Context: an optimization exercise on an open-source flow, tuned for small area. The choices shown serve that exercise and are no tape-out recipe. Only simulation tests tie the RTL to the original design; equivalence was not proved. Power and IR drop assume default switching activity.

==> design/flow/design.v <==
module stack(d_in, d_out, push, pop, reset, empty, full, clock);
input  [15:0] d_in;
input         push, pop, reset, clock;
output reg    empty;
output        full;
output reg [15:0] d_out;
reg  [6:0]   n;            
reg  [1:0]   p;            
reg          tc;           
reg          infl;         
reg  [15:0]  T;            
reg  [7:0]   W;            
reg  [503:0] sa, sb;       
assign full = n[6];
wire pu  = push & ~n[6] & ~reset;                   
wire po  = pop & ~empty & ~reset & (~push | n[6]);  
wire wr1 = pu & ~empty & ~tc;                       
wire wr2 = infl & ~reset;                           
wire [6:0] m = (reset | empty) ? 7'd0 : n - 7'd1 - {6'd0, infl} + {6'd0, tc & ~po};
wire [1:0] f1 = n[1:0] - 2'd1;
wire [1:0] f2 = n[1:0] - 2'd2;
wire [7:0] gT, gW;
genvar i, j, q;
generate
    for (i = 0; i < 8; i = i + 1) begin : enc
        assign gT[i] = (p[0] ? T[2*i] : T[2*i+1]) ^ p[1];
        assign gW[i] = (p[0] ? ~T[2*i+1] : T[2*i]) ^ p[1];
    end
endgenerate
wire [7:0] c [0:3];
generate
    for (q = 0; q < 4; q = q + 1) begin : bus
        wire s1 = wr1 & (f1 == q);
        wire s2 = wr2 & (f2 == q);
        assign c[q] = ~(({8{s1}} & ~gT) | ({8{s2}} & ~W));
    end
endgenerate
wire [8:0] hoh;
wire [7:0] loh;
generate
    for (q = 0; q < 8; q = q + 1) begin : oh
        assign hoh[q] = ~n[6] & (n[5:3] == q);
        assign loh[q] = (n[2:0] == q);
    end
endgenerate
assign hoh[8] = n[6];
wire [62:0] r, sel;
generate
    for (j = 0; j < 63; j = j + 1) begin : row
        assign r[j]   = ({1'b0, m} <= j);
        assign sel[j] = hoh[(j + 2) / 8] & loh[(j + 2) % 8];
        always @(posedge clock) begin
            sa[8*j +: 8] <= ~(sb[8*j +: 8] | ({8{r[j]}} & c[j % 4]));
            sb[8*j +: 8] <= sa[8*j +: 8];
        end
    end
endgenerate
wire [15:0] rab;           
generate
    for (i = 0; i < 16; i = i + 1) begin : rcol
        wire [62:0] col;
        for (j = 0; j < 63; j = j + 1) begin : cj
            assign col[j] = (i < 8) ? sa[8*j + i] : sb[8*j + i - 8];
        end
        wire [20:0] grp;    
        for (q = 0; q < 21; q = q + 1) begin : rg
            assign grp[q] = ~((sel[3*q]   & col[3*q]) |
                              (sel[3*q+1] & col[3*q+1]) |
                              (sel[3*q+2] & col[3*q+2]));
        end
        assign rab[i] = ~&grp;
    end
endgenerate
wire [7:0] ra = rab[7:0];
wire [7:0] rb = infl ? W : rab[15:8];
wire [15:0] rdw;
generate
    for (i = 0; i < 8; i = i + 1) begin : dec
        assign rdw[2*i]   = (p[0] ? rb[i] : ra[i]) ^ p[1];
        assign rdw[2*i+1] = (p[0] ? ra[i] : rb[i]) ^ p[1] ^ p[0];
    end
endgenerate
wire [6:0] n_next = n + {6'd0, pu} - {6'd0, po};
always @(posedge clock) begin
    W <= gW;
    if (pu)
        T <= d_in;
    else if (po)
        T <= rdw;
    if (reset) begin
        n     <= 7'd0;
        p     <= 2'd0;
        tc    <= 1'b0;
        infl  <= 1'b0;
        empty <= 1'b1;
        d_out <= 16'h0000;
    end else begin
        n     <= n_next;
        p     <= p + 2'd1;
        tc    <= pu ? 1'b0 : (po ? (n != 7'd1) : tc);
        infl  <= wr1;
        empty <= (n_next == 7'd0);
        d_out <= po ? T : 16'h0000;
    end
end
endmodule
==> design/flow/flow/run.sh <==
#!/bin/bash
# Own layout flow: the standard ORFS flow (standard.sh) with
#  - synthesis mapped by an area-oriented ABC script (registers unchanged:
#    same synth script, only the combinational mapping script differs),
#  - small port buffers, and a clock tree of small clock buffers without
#    dummy loads.
set -euo pipefail
export UPSIZE_FO=10
W=$(pwd)
F=$W/flow

# synthesis script: the standard flow's synth_recipe.tcl, sourcing a copy of ORFS's
# synth.tcl whose abc call uses flow/abc_area.script
sed "s|log_cmd abc {\*}\$abc_args|set abc_args [lreplace \$abc_args 1 1 $F/abc_area.script]; log_cmd abc {*}\$abc_args|" \
    "$FLOW_HOME/scripts/synth.tcl" > "$W/own_synth.tcl"
grep -q "abc_area.script\]; log_cmd abc" "$W/own_synth.tcl"
sed "s|source \$::env(SCRIPTS_DIR)/synth.tcl|source $W/own_synth.tcl|" synth_recipe.tcl > "$W/own_synth_recipe.tcl"
grep -q "own_synth.tcl" "$W/own_synth_recipe.tcl"

CTS=$(cat "$F/cts_args.txt")

bash standard.sh \
    SYNTH_SCRIPT="$W/own_synth_recipe.tcl" \
    BUFFER_PORTS_ARGS="-buffer_cell sky130_fd_sc_hd__buf_1" \
    CTS_ARGS="$CTS" \
    PRE_GLOBAL_PLACE_TCL="$F/pre_gpl.tcl" \
    finish > "$W/flow_make.log" 2>&1
==> design/flow/flow/abc_area.script <==
&get -n
&st
&dch
&nf -R 1000
&put
topo
stime -c
==> design/flow/flow/cts_args.txt <==
-sink_clustering_enable -repair_clock_nets -dont_use_dummy_load -buf_list sky130_fd_sc_hd__clkbuf_4 -sink_clustering_size 10 -sink_clustering_max_diameter 40
==> design/flow/flow/pre_gpl.tcl <==
# size up the drivers of high-fanout nets (row selects, write buses) so
# that placement does not need to buffer them
set n 0
foreach inst [get_cells *] {
  set cell [get_property $inst ref_name]
  if {![regexp {^sky130_fd_sc_hd__(nor2|nand2|a21oi|o21ai|nor2b|nand2b|and2|or2|a21o|o21a|xnor2|xor2|inv|clkinv)_(0|1)$} $cell -> base drv]} continue
  foreach pin [get_pins -of_objects $inst -filter "direction==output"] {
    set net [get_nets -of_objects $pin]
    set fo [llength [get_pins -of_objects $net -filter "direction==input"]]
    if {$fo >= $::env(UPSIZE_FO)} {
      replace_cell $inst sky130_fd_sc_hd__${base}_2
      incr n
    }
  }
}
puts "pre_gpl: upsized $n drivers"
==> design/flow/standard.sh <==
#!/bin/bash
# synth_recipe.tcl (not shown) runs the flow's synth.tcl, then flattens the netlist and writes it again
# the make line also repeats each setting of config.mk as NAME=value (left out here)
make -C /OpenROAD-flow-scripts/flow DESIGN_CONFIG=/design/flow/config.mk WORK_HOME=/design/flow/orfs CLKGATE_MAP_FILE= SYNTH_SCRIPT=/design/flow/synth_recipe.tcl "${@:-finish}"
==> design/flow/config.mk <==
export PLATFORM = sky130hd
export DESIGN_NAME = stack
export DESIGN_NICKNAME = stack
export VERILOG_FILES = /design/flow/design.v
export SDC_FILE = /design/flow/constraint.sdc
export NUM_CORES = 8
export LEC_CHECK = 0
export CAP_MARGIN = 20
export CORE_MARGIN = 2
export CORE_UTILIZATION = 70
export SLEW_MARGIN = 20
==> design/flow/constraint.sdc <==
create_clock -name core_clock -period 7.0 [get_ports {clock}]
set_input_delay 1.4000 -clock core_clock [delete_from_list [all_inputs] [get_ports {clock}]]
set_output_delay 1.4000 -clock core_clock [all_outputs]
set_load 0.01 [all_outputs]
==> metrics.yaml, run 1 <==
synthesis:
  synth.distinct_cells: 33
  synth_edf_count: 16
  ys_top_cells_by_count: "dfxtp_1 (1044), a21oi_1 (606), a222oi_1 (324)"
  yosysMostFrequentCell: "dfxtp_1"
  netlist_area_mm2: 0.0306
  ys_top_cells_by_area: "dfxtp_1 (68%), a222oi_1 (11%), a21oi_1 (9.9%)"
  synth_top_area_share_pct: 68.3
  syn_inst: 2491
  yosys_warnings: 1
  synth_area_per_cell_um2: 12.3
  ys_seq_elements: 1060
  synth_ff_type: "dfxtp_1"
  synthArstFlopShare_pct: 0
  yosysTopAreaCell: "dfxtp_1"
  ys_seq_area_share_pct: 69.8
  synth.net_count: 2529
worst_hold_path:
  whs_endpoint: "sb[377]"
  hold_depth: 0
  min-delay-path-class: "register to register"
  min_from: "sa[377]"
timing:
  setup_ws_ns: 1.66
  worst_pin_slew_ns: 1.31
  max_clock_freq_mhz: 187
  maxSlewViolCount: 0
  slew_headroom_pct: 12.8
  fin_crit_sh_pct: 76.3
  min_period_ns: 5.34
  hold_viol: 0
  fin_skew_ns: 0.0911
  tns_ns: 0
  setup_viol: 0
  rsz0062_at_grt: "no"
clocking:
  clk_path_buf_depth: 3
  clk_latency_ns: 1.05
  cts-resized-gates: 0
  cts_buffers: 131
  htreeDepth: 4
  clkSinkCount: 1060
  hold_buffers: 0
  cts_setup_buffers: 0
  root_buffer: "clkbuf_4"
  cts_tree: "done"
  clk_pin_slew_worst_paths_ns: 0.11
die:
  placementRows: 76
  fp.coreArea_mm2: 0.0431
  start_util_pct: 71.1
  die_h_um: 213
  die_w_um: 213
  io_pins: 38
  die-area_mm2: 0.0454
worst_setup_path:
  regToRegEndpoint: "T[14]"
  crit_path_end_kind: "register"
  path_class: "register to register"
  cpPeakStageDelay_ns: 0.80
  startpoint_type: "register"
  critical_path_arrival_ns: 6.06
  regToRegStartpoint: "n[1]"
  cpLargestDelayFamily: "simple AND/OR/NAND/NOR gates"
  cp_max_fo: 16
  r2r_slack_ns: 1.66
  rr_worst_depth: 10
  cp.buffers_inverters: 0
  worst_ep_required_time_ns: 7.72
  slowest_stage: "or4_1"
  crit_chain: "nor2_1 > nand2_1 > nor2_2 > a222oi_1 > nand4_1 > or4_1 > a2111oi_0 > mux2i_1 > xnor2_1 > a21oi_1"
route:
  ant_nets: 0
  vias: 24600
  route.detailed.drc: 0
  drt_iter0_drc: 5349
  wire_per_inst_um: 31.4
  vias_per_cell: 7.48
  wirelength_mm: 103
  dr.pass1.iters: 10
placement:
  post_dp_cell_area_mm2: 0.0322
  pre_cts_slack_ns: 1.29
  gp_congestion: 1.03
  io_buffers: 37
  dpl.hpwl_mm: 68.3
layout:
  fin_area_mm2: 0.0332
  area_delta_synth_final_pct: 8.31
  fin_nets: 2736
  nFillCells: 2797
  fin_util_pct: 77.0
  drive_gt1_share_pct: 10.1
  multi_input_area_mm2: 0.00958
  seq_area_mm2: 0.0214
grt:
  grt_pass1_wl_mm: 148
  grtUsageTotal_pct: 45.1
  grt_overflow_total: 0
  antenna_found_initial: 10
  grt_pass1_vias: 23800
  grt_start_max_net_pins: 51
power_and_ir_drop:
  p_per_area_mw_per_mm2: 489
  p_sw_mw: 5.69
  vdd_drop_max_uv: 308
  p_int_mw: 10.5
  leakagePower_nw: 12.4
  clkPwrFrac_pct: 16.8
  total_power_mw: 16.2
  pwr-share-seq_pct: 61.7
  p_comb_share_pct: 21.4
  switching_share_pct: 35.1
outcome:
  status: "finished clean"
run:
  drv_cap: 0
per-stage QoR:
stage,hold slack [ns],cells
after detailed placement,0.335,3150
after global routing,0.269,3284
final,0.275,3288
after global placement,0.331,3150
after CTS,0.280,3281
after floorplan,0.327,2491
sequential cells by signal, indices dropped and copies added, names as in the netlist:
| signal | cells |
|---|---|
| tc | 1 |
| p | 2 |
| d_out | 16 |
| sa | 504 |
| W | 8 |
| empty | 1 |
| T | 16 |
| sb | 504 |
| n | 7 |
| infl | 1 |
layout make-up:
class,instances,area share [%]
well taps,585,2.21
clock buffers,131,2.97
multi-input cells,1419,28.9
diodes,7,0.0528
flip-flops and latches,1060,64.5
inverters,12,0.140
repair buffers,74,1.26
per-layer routing:
| layer | vias up | share of wire, % | global-route usage [%] |
|---|---|---|---|
| met1 | 11900 | 36 | 56.8 |
| met5 | - | 0.043 | 0 |
| met3 | 470 | 13 | 13.6 |
| met4 | 8 | 8.6 | 36.2 |
| li1 | 10300 | - | - |
| met2 | 1991 | 42 | 64.6 |
worst max-delay path by stage:
| stage | from | endpoint | cells past startpoint |
|---|---|---|---|
| finish | n[1] | T[14] | 10 |
| global route | n[2] | T[15] | 11 |
| CTS | n[2] | T[14] | 10 |
| detailed placement | reset | sa[6] | 16 |
| global placement | reset | sa[173] | 16 |
| floorplan | reset | sa[136] | 14 |
cell families after synthesis:
kind of cell | count (synthesis) | synth area share (%)
AO/OA/AOI/OAI | 981 | 21.6
XOR/XNOR | 43 | 1.23
adder cells (fa/ha/maj) | 18 | 0.785
buffers and inverters | 12 | 0.147
flip-flops | 1060 | 69.8
multiplexers | 24 | 0.785
AND/OR/NAND/NOR | 353 | 5.58
layout by cell type (no fill, tap or decap), types with 14 or more instances in the layout:
master / count
ha_1: 16
buf_1: 37
dfxtp_1: 1042
and2_0: 18
nor2_2: 65
a21oi_2: 19
edfxtp_1: 16
mux2i_1: 24
a21oi_1: 574
a222oi_1: 324
xnor2_1: 33
nor2_1: 88
o21ai_0: 22
buf_4: 37
nand4_1: 70
nand2_1: 50
nand3_1: 14
clkbuf_4: 131
power by group through the flow:
stage	registers (mW)	clock network [mW]	logic [mW]
floorplan	9.57	0	1.99
global placement	9.88	0	3.19
detailed placement	10.0	0	3.32
CTS	9.91	2.71	3.34
global route	10.2	2.94	3.65
finish	10.0	2.73	3.48
==> run 2, diff against run 1 <==
--- a/design/flow/design.v
+++ b/design/flow/design.v
@@ -4,8 +4,9 @@
 output reg    empty;
 output        full;
-output reg [15:0] d_out;
+output [15:0] d_out;
 reg  [6:0]   n;            
 reg  [1:0]   p;            
 reg          tc;           
+reg          lp;           
 reg          infl;         
 reg  [15:0]  T;            
@@ -49,5 +50,5 @@
     for (j = 0; j < 63; j = j + 1) begin : row
         assign r[j]   = ({1'b0, m} <= j);
-        assign sel[j] = hoh[(j + 2) / 8] & loh[(j + 2) % 8];
+        assign sel[j] = hoh[(j + 1) / 8] & loh[(j + 1) % 8];
         always @(posedge clock) begin
             sa[8*j +: 8] <= ~(sb[8*j +: 8] | ({8{r[j]}} & c[j % 4]));
@@ -73,5 +74,5 @@
 endgenerate
 wire [7:0] ra = rab[7:0];
-wire [7:0] rb = infl ? W : rab[15:8];
+wire [7:0] rb = rab[15:8];
 wire [15:0] rdw;
 generate
@@ -81,4 +82,5 @@
     end
 endgenerate
+assign d_out = {16{lp}} & T;
 wire [6:0] n_next = n + {6'd0, pu} - {6'd0, po};
 always @(posedge clock) begin
@@ -86,5 +88,5 @@
     if (pu)
         T <= d_in;
-    else if (po)
+    else if (po & tc)
         T <= rdw;
     if (reset) begin
@@ -94,5 +96,5 @@
         infl  <= 1'b0;
         empty <= 1'b1;
-        d_out <= 16'h0000;
+        lp    <= 1'b0;
     end else begin
         n     <= n_next;
@@ -101,5 +103,5 @@
         infl  <= wr1;
         empty <= (n_next == 7'd0);
-        d_out <= po ? T : 16'h0000;
+        lp    <= po;
     end
 end
==> run 2 against run 1 <==
Still clean on timing, DRC and antenna; global-route usage up 1.2 points; clock-buffer cell count decreased by 11; area after synthesis down 1.3%; register-to-register slack better by 0.34 ns; critical path type is now primary input to register; critical endpoint is now sa[280].
==> metrics.yaml, run 2 <==
worst_setup_path:
  cpPeakStageDelay_ns: 0.74  # -0.06 ns
  crit_path_end_kind: "register"
  crit_start: "reset"
  path_class: "primary input to register"
  worst_ep_required_time_ns: 7.88  # +0.16 ns
  startpoint_type: "primary input"
  slowest_stage: "nor2_1"
  critical_path_arrival_ns: 6.43  # +0.37 ns
  regToRegStartpoint: "n[1]"
  crit_chain: "buf_1 > nor2_1 > nand3_1 > nand2_1 > fa_1 > o21ai_0 > nand2_1 > and3_1 > nor3_1 > o21ai_0 > nor2_1 > a21oi_1 > a21oi_1"
  cp_max_fo: 16  # unchanged
synthesis:
  synth_top_area_share_pct: 68.1  # -0.13 points
  synth.net_count: 2502  # -1.1%
  synth_area_per_cell_um2: 12.3  # -0.17%
  yosys_warnings: 1  # unchanged
  synthArstFlopShare_pct: 0  # unchanged
  ys_seq_elements: 1045  # -1.4%
  synth_ff_type: "dfxtp_1"
  ys_seq_area_share_pct: 69.7  # -0.11 points
  synth.distinct_cells: 28  # -15%
  netlist_area_mm2: 0.0302  # -1.3%
  ys_top_cells_by_count: "dfxtp_1 (1029), a21oi_1 (586), a222oi_1 (336)"
  syn_inst: 2464  # -1.1%
  yosysMostFrequentCell: "dfxtp_1"
  yosysTopAreaCell: "dfxtp_1"
  ys_top_cells_by_area: "dfxtp_1 (68%), a222oi_1 (11%), a21oi_1 (9.7%)"
  synth_edf_count: 16  # unchanged
grt:
  grt_pass1_vias: 23500  # -1.3%
  grt_overflow_total: 0  # unchanged
  grtUsageTotal_pct: 46.3  # +1.2 points
  grt_start_max_net_pins: 51  # unchanged
  antenna_found_initial: 5  # -5
  grt_pass1_wl_mm: 150  # +1.6%
route:
  wirelength_mm: 105  # +1.3%
  route.detailed.drc: 0  # unchanged
  ant_nets: 0  # unchanged
  m1WireLength_mm: 36.7  # -2.2%
  dr.pass1.iters: 13  # +3
  vias: 24500  # -0.53%
  vias_per_cell: 7.51  # +0.45%
  wire_per_inst_um: 32.1  # +2.3%
  drt_iter0_drc: 5269  # -1.5%
  highest_layer: "met5"
  met2WireLength_mm: 43.3  # -0.20%
  met3_length_mm: 14.6  # +9.3%
layout:
  drive_gt1_share_pct: 10.2  # +0.11 points
  fin_nets: 2706  # -1.1%
  layout.cells.most_common_list: "dfxtp_1 (1027), a21oi_1 (552), a222oi_1 (336)"
  final_common_cell: "dfxtp_1"
  fin_util_pct: 76.2  # -0.73 points
  area_delta_synth_final_pct: 8.15
  largest_registers: "sa (504), sb (504), T (16)"
  fin_area_mm2: 0.0327  # -1.4%
  nFillCells: 2880  # +3.0%
timing:
  setup_viol: 0  # unchanged
  max_clock_freq_mhz: 180  # -3.8%
  rsz0062_at_grt: "no"
  min_period_ns: 5.55  # +0.208 ns
  tns_ns: 0  # unchanged
  fin_skew_ns: 0.0977  # +0.00658 ns
  worst_pin_slew_ns: 1.18  # -0.126 ns
  maxSlewViolCount: 0  # unchanged
  slew_headroom_pct: 20.7  # +7.9 points
  hold_viol: 0  # unchanged
  fin_crit_sh_pct: 79.3  # +3.0 points
  setup_ws_ns: 1.45  # -0.208 ns
die:
  placementRows: 76  # unchanged
  fp.coreArea_mm2: 0.0429  # -0.44%
  die-area_mm2: 0.0449  # -1.2%
  io_pins: 38  # unchanged
  die_w_um: 212  # -0.61%
  start_util_pct: 70.5  # -0.58 points
  die_h_um: 212  # -0.61%
clocking:
  clk_path_buf_depth: 3  # unchanged
  cts_buffers: 120  # -8.4%
  root_buffer: "clkbuf_4"
  clkSinkCount: 1045  # -1.4%
  clk_pin_slew_worst_paths_ns: 0.10  # about the same
  hold_buffers: 0  # unchanged
  cts-resized-gates: 0  # unchanged
  cts_tree: "done"
  clk_latency_ns: 0.97  # -0.08 ns
  cts_setup_buffers: 0  # unchanged
  htreeDepth: 3  # -1
outcome:
  status: "finished clean"
worst_hold_path:
  min_from: "sa[418]"
  min-delay-path-class: "register to register"
placement:
  io_buffers: 37  # unchanged
  gp_congestion: 1.01  # -2.1%
  post_dp_cell_area_mm2: 0.0318  # -1.2%
  dpl.hpwl_mm: 67.5  # -1.1%
  pre_cts_slack_ns: 0.934  # -0.354 ns
power_and_ir_drop:
  vdd_drop_max_uv: 284  # -8.0%
  leakagePower_nw: 12.1  # -2.5%
  p_per_area_mw_per_mm2: 483  # -1.2%
run:
  drv_cap: 0  # unchanged
-- run 2: changes by cell type in the layout (fill, tap and decap cells not counted), sizes merged, moves of 12 or more --
cell / previous run / this run
a21oi: 606 / 586
and3: 4 / 18
o21ai: 25 / 45
nand2: 51 / 63
nor2: 153 / 138
dfxtp: 1044 / 1029
a22o: 12 / 0
a222oi: 324 / 336
-- run 2: worst paths after layout --
path / end / slack [ns] / cells past startpoint
max: sa[280] / 1.45 / 13
max reg2reg: T[1] / 2.00 / 12
min reg2reg: sb[418] / 0.28 / 0
min: sb[418] / 0.28 / 0
-- run 2: cell families after synthesis --
| group | share of synthesized area [%] |
|---|---|
| buf+inv | 0.149 |
| mux | 0.530 |
| flops | 69.7 |
| simple gates | 5.82 |
| fa+ha+maj | 0.795 |
| compound gates | 21.7 |
| xor+xnor | 1.25 |
-- run 2: metal layers --
layer / vias up / global-route usage (%)
met3: 516 / 16.0
met4: 6 / 37.1
met2: 2095 / 66.5
met5: - / 0
met1: 11700 / 56.8
li1: 10200 / -
-- run 2: critical path: cells and delay by family --
family / cells / cell delay (ns)
buffers and inverters: 1 / 0.54
adder cells (fa/ha/maj): 1 / 0.44
AO/OA/AOI/OAI: 4 / 1.70
AND/OR/NAND/NOR: 7 / 2.34
-- run 2: cell type report --
class	count	area, um^2	share of cell area [%]
flip-flops and latches	1045	21100	64.5
repair buffers	82	485	1.48
multi-input cells	1407	9440	28.9
clock buffers	120	901	2.76
inverters	12	45.0	0.138
diodes	5	12.5	0.0383
well taps	585	732	2.24
-- run 2: metrics by stage --
step	total power, mW	std cells	hold slack (ns)
6_report	15.8	3256	0.285
5_1_grt	16.4	3256	0.290
4_1_cts	15.5	3250	0.289
3_5_place_dp	13.0	3130	0.335
3_3_place_gp	12.8	3128	0.331
2_1_floorplan	11.4	2464	0.330
-- run 2: report_power, final --
part           switching [mW]  internal [mW]
combinational            2.32           1.04
sequential               1.40           8.45
clock                    1.81          0.782
total                    5.53           10.3
==> run 3, diff against run 2 <==
==> design/flow/flow/cts_args.txt (replaced) <==
-sink_clustering_enable -repair_clock_nets -dont_use_dummy_load -buf_list sky130_fd_sc_hd__clkbuf_4 -sink_clustering_size 10 -sink_clustering_max_diameter 50
--- a/design/flow/config.mk
+++ b/design/flow/config.mk
@@ -8,4 +8,4 @@
 export CAP_MARGIN = 20
 export CORE_MARGIN = 2
-export CORE_UTILIZATION = 70
+export CORE_UTILIZATION = 75
 export SLEW_MARGIN = 20
==> run 3 against run 2 <==
Highest routed layer unchanged; synthesized cell count stayed put; still clean; clock power hardly changed; critical path type is now register to register; largest power group unchanged; first-iteration DRC count is 17% higher.
==> metrics.yaml, run 3 <==
timing:
  setup_viol: 0  # unchanged
  worst_pin_slew_ns: 1.28  # +0.0960 ns
  tns_ns: 0  # unchanged
  fin_crit_sh_pct: 77.4  # -1.9 points
  min_period_ns: 5.42  # -0.131 ns
  timing.hold.ws_ns: 0.287  # +0.00205 ns
  max_clock_freq_mhz: 185  # +2.4%
  hold_viol: 0  # unchanged
  fin_skew_ns: 0.114  # +0.0158 ns
  rsz0062_at_grt: "no"
  setup_ws_ns: 1.58  # +0.131 ns
  slew_headroom_pct: 14.6  # -6.1 points
  maxSlewViolCount: 0  # unchanged
power_and_ir_drop:
  p_per_area_mw_per_mm2: 487  # +0.84%
  leakagePower_nw: 12.0  # -0.32%
  total_power_mw: 15.9  # +0.51%
  vdd_drop_max_uv: 339  # +19%
route:
  wire_per_inst_um: 33.0  # +2.7%
  drt_iter0_drc: 6150  # +17%
  route.detailed.drc: 0  # unchanged
  ant_nets: 0  # unchanged
  vias_per_cell: 7.86  # +4.7%
  vias: 25000  # +2.3%
  wirelength_mm: 105  # +0.33%
  dr.pass1.iters: 17  # +4
placement:
  io_buffers: 37  # unchanged
  gp_congestion: 1.05  # +4.4%
  dpl.hpwl_mm: 68.4  # +1.3%
  pre_cts_slack_ns: 1.15  # +0.212 ns
die:
  fp.coreArea_mm2: 0.0397  # -7.4%
  start_util_pct: 76.1  # +5.6 points
  io_pins: 38  # unchanged
  die_h_um: 205  # -3.3%
  placementRows: 73  # -3.9%
  die_w_um: 205  # -3.3%
  die-area_mm2: 0.0419  # -6.5%
synthesis:
  synth_area_per_cell_um2: 12.3  # unchanged
  yosysMostFrequentCell: "dfxtp_1"
  syn_inst: 2464  # unchanged
  synth_ff_type: "dfxtp_1"
  synth_top_area_share_pct: 68.1  # unchanged
  yosys_warnings: 1  # unchanged
  synth.net_count: 2502  # unchanged
  synth_edf_count: 16  # unchanged
  ys_seq_elements: 1045  # unchanged
  ys_top_cells_by_count: "dfxtp_1 (1029), a21oi_1 (586), a222oi_1 (336)"
  ys_top_cells_by_area: "dfxtp_1 (68%), a222oi_1 (11%), a21oi_1 (9.7%)"
  ys_seq_area_share_pct: 69.7  # unchanged
  synth.distinct_cells: 28  # unchanged
  netlist_area_mm2: 0.0302  # unchanged
  yosysTopAreaCell: "dfxtp_1"
  synthArstFlopShare_pct: 0  # unchanged
clocking:
  cts_setup_buffers: 0  # unchanged
  clk_pin_slew_worst_paths_ns: 0.11  # about the same
  cts-resized-gates: 0  # unchanged
  clk_path_buf_depth: 3  # unchanged
  htreeDepth: 3  # unchanged
  hold_buffers: 0  # unchanged
  cts_tree: "done"
  clk_latency_ns: 0.99  # +0.02 ns
  root_buffer: "clkbuf_4"
  clkSinkCount: 1045  # unchanged
  cts_buffers: 115  # -4.2%
worst_hold_path:
  min-delay-path-class: "register to register"
layout:
  largest_registers: "sa (504), sb (504), T (16)"
  nFillCells: 2325  # -19%
  seq_area_mm2: 0.0211  # unchanged
  final_common_cell: "dfxtp_1"
  area_delta_synth_final_pct: 7.80
  multi_input_area_mm2: 0.00951  # +0.76%
  drive_gt1_share_pct: 9.69  # -0.55 points
  fin_nets: 2691  # -0.55%
  layout.cells.most_common_list: "dfxtp_1 (1027), a21oi_1 (553), a222oi_1 (336)"
outcome:
  status: "finished clean"
worst_setup_path:
  startpoint_type: "register"
  worst_ep_required_time_ns: 7.67  # -0.21 ns
  cp_max_fo: 16  # unchanged
  critical_path_arrival_ns: 6.09  # -0.34 ns
  crit_path_end_kind: "register"
  path_class: "register to register"
grt:
  grt_pass1_vias: 23400  # -0.29%
  grt_pass1_wl_mm: 151  # +0.23%
  grt_start_max_net_pins: 51  # unchanged
  antenna_found_initial: 6  # +1
  grt_overflow_total: 0  # unchanged
  grtUsageTotal_pct: 49.4  # +3.1 points
run:
  drv_cap: 0  # unchanged
-- run 3: cells by family after synthesis --
family | count (synthesis) | synth area share (%)
xor+xnor | 43 | 1.25
simple gates | 357 | 5.82
fa+ha+maj | 18 | 0.795
flops | 1045 | 69.7
mux | 16 | 0.530
compound gates | 973 | 21.7
buf+inv | 12 | 0.149
-- run 3: worst paths after layout --
path                            startpoint      end  slack (ns)  depth (start not counted)
worst min-delay path               sa[182]  sb[182]        0.29                          0
worst max-delay path                  n[2]    T[11]        1.58                         11
worst min register to register     sa[182]  sb[182]        0.29                          0
worst max register to register        n[2]    T[11]        1.58                         11
-- run 3: where the power goes --
group          internal [mW]  switching [mW]
sequential              8.45            1.43
combinational           1.03            2.42
clock                  0.750            1.81
-- run 3: metal layers --
| layer | global-route usage [%] | wire length, um | share of wire, % |
|---|---|---|---|
| met4 | 29.2 | 7320 | 7.0 |
| met5 | 0 | 112 | 0.11 |
| met3 | 21.4 | 18600 | 18 |
| met1 | 66.6 | 37800 | 36 |
| met2 | 65.5 | 41100 | 39 |
-- run 3: metrics by stage --
step           cells  util (%)  cell area [um^2]
2_1_floorplan   2464         -             30200
4_1_cts         3175      81.9             32500
5_1_grt         3177      82.0             32600
6_report        3180      82.0             32600
3_5_place_dp    3060      79.7             31700
3_3_place_gp    3060      79.7             31700
-- run 3: cell type report --
type / instances / area share (%)
diodes: 4 / 0.0307
clock buffers: 115 / 2.65
inverters: 12 / 0.138
multi-input cells: 1407 / 29.2
flip-flops and latches: 1045 / 64.7
well taps: 525 / 2.02
repair buffers: 72 / 1.29
-- run 3: critical path, stage by stage, from the launching register on --
cell and delay (ns):
dfxtp_1 0.50, clkinv_1 0.29, nand2_1 0.86, nor2_2 0.35
a222oi_1 0.67, nand4_1 0.50, nor4_1 1.15, and3_1 0.35
nand2_1 0.07, o21ai_0 0.15, xnor2_1 0.15, o21ai_0 0.09
==> run 4, diff against run 3 <==
--- a/design/flow/flow/run.sh
+++ b/design/flow/flow/run.sh
@@ -3,6 +3,10 @@
 #  - synthesis mapped by an area-oriented ABC script (registers unchanged:
 #    same synth script, only the combinational mapping script differs),
+#  - drivers of high-fanout nets sized up before global placement
+#    (pre_gpl.tcl), so timing-driven placement buffers fewer nets,
 #  - small port buffers, and a clock tree of small clock buffers without
-#    dummy loads.
+#    dummy loads (cts_args.txt).
+# Every tool's output goes to the ORFS logs under orfs/logs and to
+# flow_make.log in the work folder.
 set -euo pipefail
 export UPSIZE_FO=10
==> run 4 against run 3 <==
Still clean; sequential share of layout area did not move; synthesized cell count did not move; clock-buffer cell count unchanged; utilization unchanged; combinational power is essentially flat; clock power barely moved; routed wire length unchanged; sequential power about the same; worst hold slack unchanged; flip-flop and latch count is the same; clock skew did not move; critical path type unchanged; largest cell class unchanged.
==> metrics.yaml, run 4 <==
outcome:
  status: "finished clean"
die:
  fp.coreArea_mm2: 0.0397  # unchanged
  placementRows: 73  # unchanged
  start_util_pct: 76.1  # unchanged
  io_pins: 38  # unchanged
  die-area_mm2: 0.0419  # unchanged
  die_h_um: 205  # unchanged
  die_w_um: 205  # unchanged
synthesis:
  synth_edf_count: 16  # unchanged
  synth_area_per_cell_um2: 12.3  # unchanged
  yosys_warnings: 1  # unchanged
  synthArstFlopShare_pct: 0  # unchanged
  yosysMostFrequentCell: "dfxtp_1"
  synth.area.mux_share_pct: 0.530  # unchanged
  synth_ff_type: "dfxtp_1"
  netlist_area_mm2: 0.0302  # unchanged
  ys_seq_area_share_pct: 69.7  # unchanged
  ys_top_cells_by_area: "dfxtp_1 (68%), a222oi_1 (11%), a21oi_1 (9.7%)"
  ys_top_cells_by_count: "dfxtp_1 (1029), a21oi_1 (586), a222oi_1 (336)"
  synth.net_count: 2502  # unchanged
  ys_seq_elements: 1045  # unchanged
  synth_top_family_by_area: "compound AO/OA/AOI/OAI gates"
  synthAdderAreaFrac_pct: 0.795  # unchanged
  synth_compound_area_share_pct: 21.7  # unchanged
  synth_top_area_share_pct: 68.1  # unchanged
  synth-xor-area-share_pct: 1.25  # unchanged
  synth.distinct_cells: 28  # unchanged
  syn_inst: 2464  # unchanged
  yosysTopAreaCell: "dfxtp_1"
  synth-simple-area-share_pct: 5.82  # unchanged
timing:
  tns_ns: 0  # unchanged
  hold_viol: 0  # unchanged
  max_clock_freq_mhz: 185  # unchanged
  min_period_ns: 5.42  # unchanged
  setup_viol: 0  # unchanged
  slew_headroom_pct: 14.6  # unchanged
  fin_skew_ns: 0.114  # unchanged
  setup_ws_ns: 1.58  # unchanged
  fin_crit_sh_pct: 77.4  # unchanged
  rsz0062_at_grt: "no"
  maxSlewViolCount: 0  # unchanged
  worst_pin_slew_ns: 1.28  # unchanged
run:
  drv_cap: 0  # unchanged
clocking:
  cts-resized-gates: 0  # unchanged
  clkSinkCount: 1045  # unchanged
  cts_setup_buffers: 0  # unchanged
  clk_path_buf_depth: 3  # unchanged
  cts_tree: "done"
  root_buffer: "clkbuf_4"
  clk_latency_ns: 0.99  # about the same
  hold_buffers: 0  # unchanged
  clk_pin_slew_worst_paths_ns: 0.11  # about the same
  htreeDepth: 3  # unchanged
  cts_buffers: 115  # unchanged
worst_setup_path:
  crit_chain: "clkinv_1 > nand2_1 > nor2_2 > a222oi_1 > nand4_1 > nor4_1 > and3_1 > nand2_1 > o21ai_0 > xnor2_1 > o21ai_0"
  worst_ep_required_time_ns: 7.67  # about the same
  crit_start: "n[2]"
  path_class: "register to register"
  rr_worst_depth: 11  # unchanged
  r2r_slack_ns: 1.58  # about the same
  cpPeakStageDelay_ns: 1.15  # about the same
  cpLargestDelayFamily: "simple AND/OR/NAND/NOR gates"
  endpoint: "T[11]"
  cp_max_fo: 16  # unchanged
  cp.depth: 11  # unchanged
  regToRegEndpoint: "T[11]"
  cp.buffers_inverters: 1  # unchanged
  regToRegStartpoint: "n[2]"
  critical_path_arrival_ns: 6.09  # about the same
  startpoint_type: "register"
  slowest_stage: "nor4_1"
  crit_path_end_kind: "register"
power_and_ir_drop:
  vdd_drop_max_uv: 339  # unchanged
  leakagePower_nw: 12.0  # unchanged
  p_per_area_mw_per_mm2: 487  # unchanged
grt:
  grtUsageTotal_pct: 49.4  # unchanged
  grt_start_max_net_pins: 51  # unchanged
  grt_pass1_wl_mm: 151  # unchanged
  grt_overflow_total: 0  # unchanged
  antenna_found_initial: 6  # unchanged
  grt_pass1_vias: 23400  # unchanged
worst_hold_path:
  min-delay-path-class: "register to register"
layout:
  drive_gt1_share_pct: 9.69  # unchanged
  layout.cells.most_common_list: "dfxtp_1 (1027), a21oi_1 (553), a222oi_1 (336)"
  area_delta_synth_final_pct: 7.80  # unchanged
  largest_registers: "sa (504), sb (504), T (16)"
  nFillCells: 2325  # unchanged
  final_common_cell: "dfxtp_1"
  fin_nets: 2691  # unchanged
placement:
  io_buffers: 37  # unchanged
  pre_cts_slack_ns: 1.15  # unchanged
  gp_congestion: 1.05  # unchanged
  dpl.hpwl_mm: 68.4  # unchanged
route:
  route.detailed.drc: 0  # unchanged
  ant_nets: 0  # unchanged
  wirelength_mm: 105  # unchanged
  dr.pass1.iters: 17  # unchanged
  drt_iter0_drc: 6150  # unchanged
  vias: 25000  # unchanged
  wire_per_inst_um: 33.0  # unchanged
  vias_per_cell: 7.86  # unchanged
-- run 4: cell counts after synthesis --
No cell type changed its count.
-- run 4: cells by family after synthesis --
kind of cell | count (synthesis)
muxes | 16
and+or+nand+nor | 357
DFF | 1045
AOI/OAI and AO/OA | 973
buffers and inverters | 12
xor gates and xnor gates | 43
adders and majority gates | 18
-- run 4: layer usage --
layer  global-route usage (%)  vias up  wire, um
met5                        0        -       112
met4                     29.2        6      7320
met3                     21.4      499     18600
met2                     65.5     2498     41100
met1                     66.6    11900     37800
li1                         -    10100         -
-- run 4: power by group --
| part | internal (mW) | leakage, nW | switching (mW) |
|---|---|---|---|
| Sequential | 8.45 | 8.64 | 1.43 |
| Combinational | 1.03 | 2.88 | 2.42 |
| Clock | 0.750 | 0.529 | 1.81 |
| Total | 10.2 | 12.0 | 5.65 |
-- run 4: how the worst min path moves through the flow --
stage | from | endpoint | slack, ns | cells past startpoint
after floorplan | sa[0] | sb[0] | 0.33 | 0
after global placement | sa[23] | sb[23] | 0.33 | 0
after detailed placement | sa[23] | sb[23] | 0.34 | 0
after CTS | sa[477] | sb[477] | 0.29 | 0
after global routing | sa[198] | sb[198] | 0.28 | 0
final | sa[182] | sb[182] | 0.29 | 0
-- run 4: stage by stage --
| step | total power, mW | utilization [%] | hold WS, ns | std cells | cell area (um^2) |
|---|---|---|---|---|---|
| floorplan | 11.4 | - | 0.330 | 2464 | 30200 |
| global placement | 12.8 | 79.7 | 0.331 | 3060 | 31700 |
| detailed placement | 13.1 | 79.7 | 0.335 | 3060 | 31700 |
| CTS | 15.5 | 81.9 | 0.287 | 3175 | 32500 |
| global route | 16.3 | 82.0 | 0.282 | 3177 | 32600 |
| finish | 15.9 | 82.0 | 0.287 | 3180 | 32600 |
-- run 4: cell type report --
cell class,instances,area (um^2),area share (%)
Tap cell,525,657,2.02
Antenna cell,4,10.0,0.0307
Sequential cell,1045,21100,64.7
Inverter,12,45.0,0.138
Timing Repair Buffer,72,422,1.29
Multi-Input combinational cell,1407,9510,29.2
Clock buffer,115,863,2.65

-- afterwards: timing with drivers on the ports --
The flow's constraints put no driver on any port. The routed layouts listed below were extracted and timed again, unchanged, in two steps.
Step 1 (the two cells are an assumption about what drives the block):
set clk [get_ports {clock}]
set_driving_cell -lib_cell sky130_fd_sc_hd__clkbuf_16 $clk
set_driving_cell -lib_cell sky130_fd_sc_hd__buf_2 [delete_from_list [all_inputs] $clk]
Step 2 times the ports against the registers' clock, not the clock port: input delays grow and output delays shrink by t, the midpoint of the rising clock arrivals with the driver on.
Three values: ideal, step 1, step 2; two values: the first two.
run	shift t [ns]	setup slack, ns	clock arrival spread, ns
run 1	1.060	1.660 / 1.660 / 1.126	0.091 / 0.091
run 2	0.983	1.452 / 1.482 / 0.499	0.098 / 0.098
run 3	0.995	1.582 / 1.582 / 0.857	0.114 / 0.114
run 4	0.995	1.582 / 1.582 / 0.857	0.114 / 0.114
After both steps every run listed still meets setup and hold. The setup slack of run 2, which loses most, moves by +0.030 ns with the drivers and by -0.953 ns with both steps.
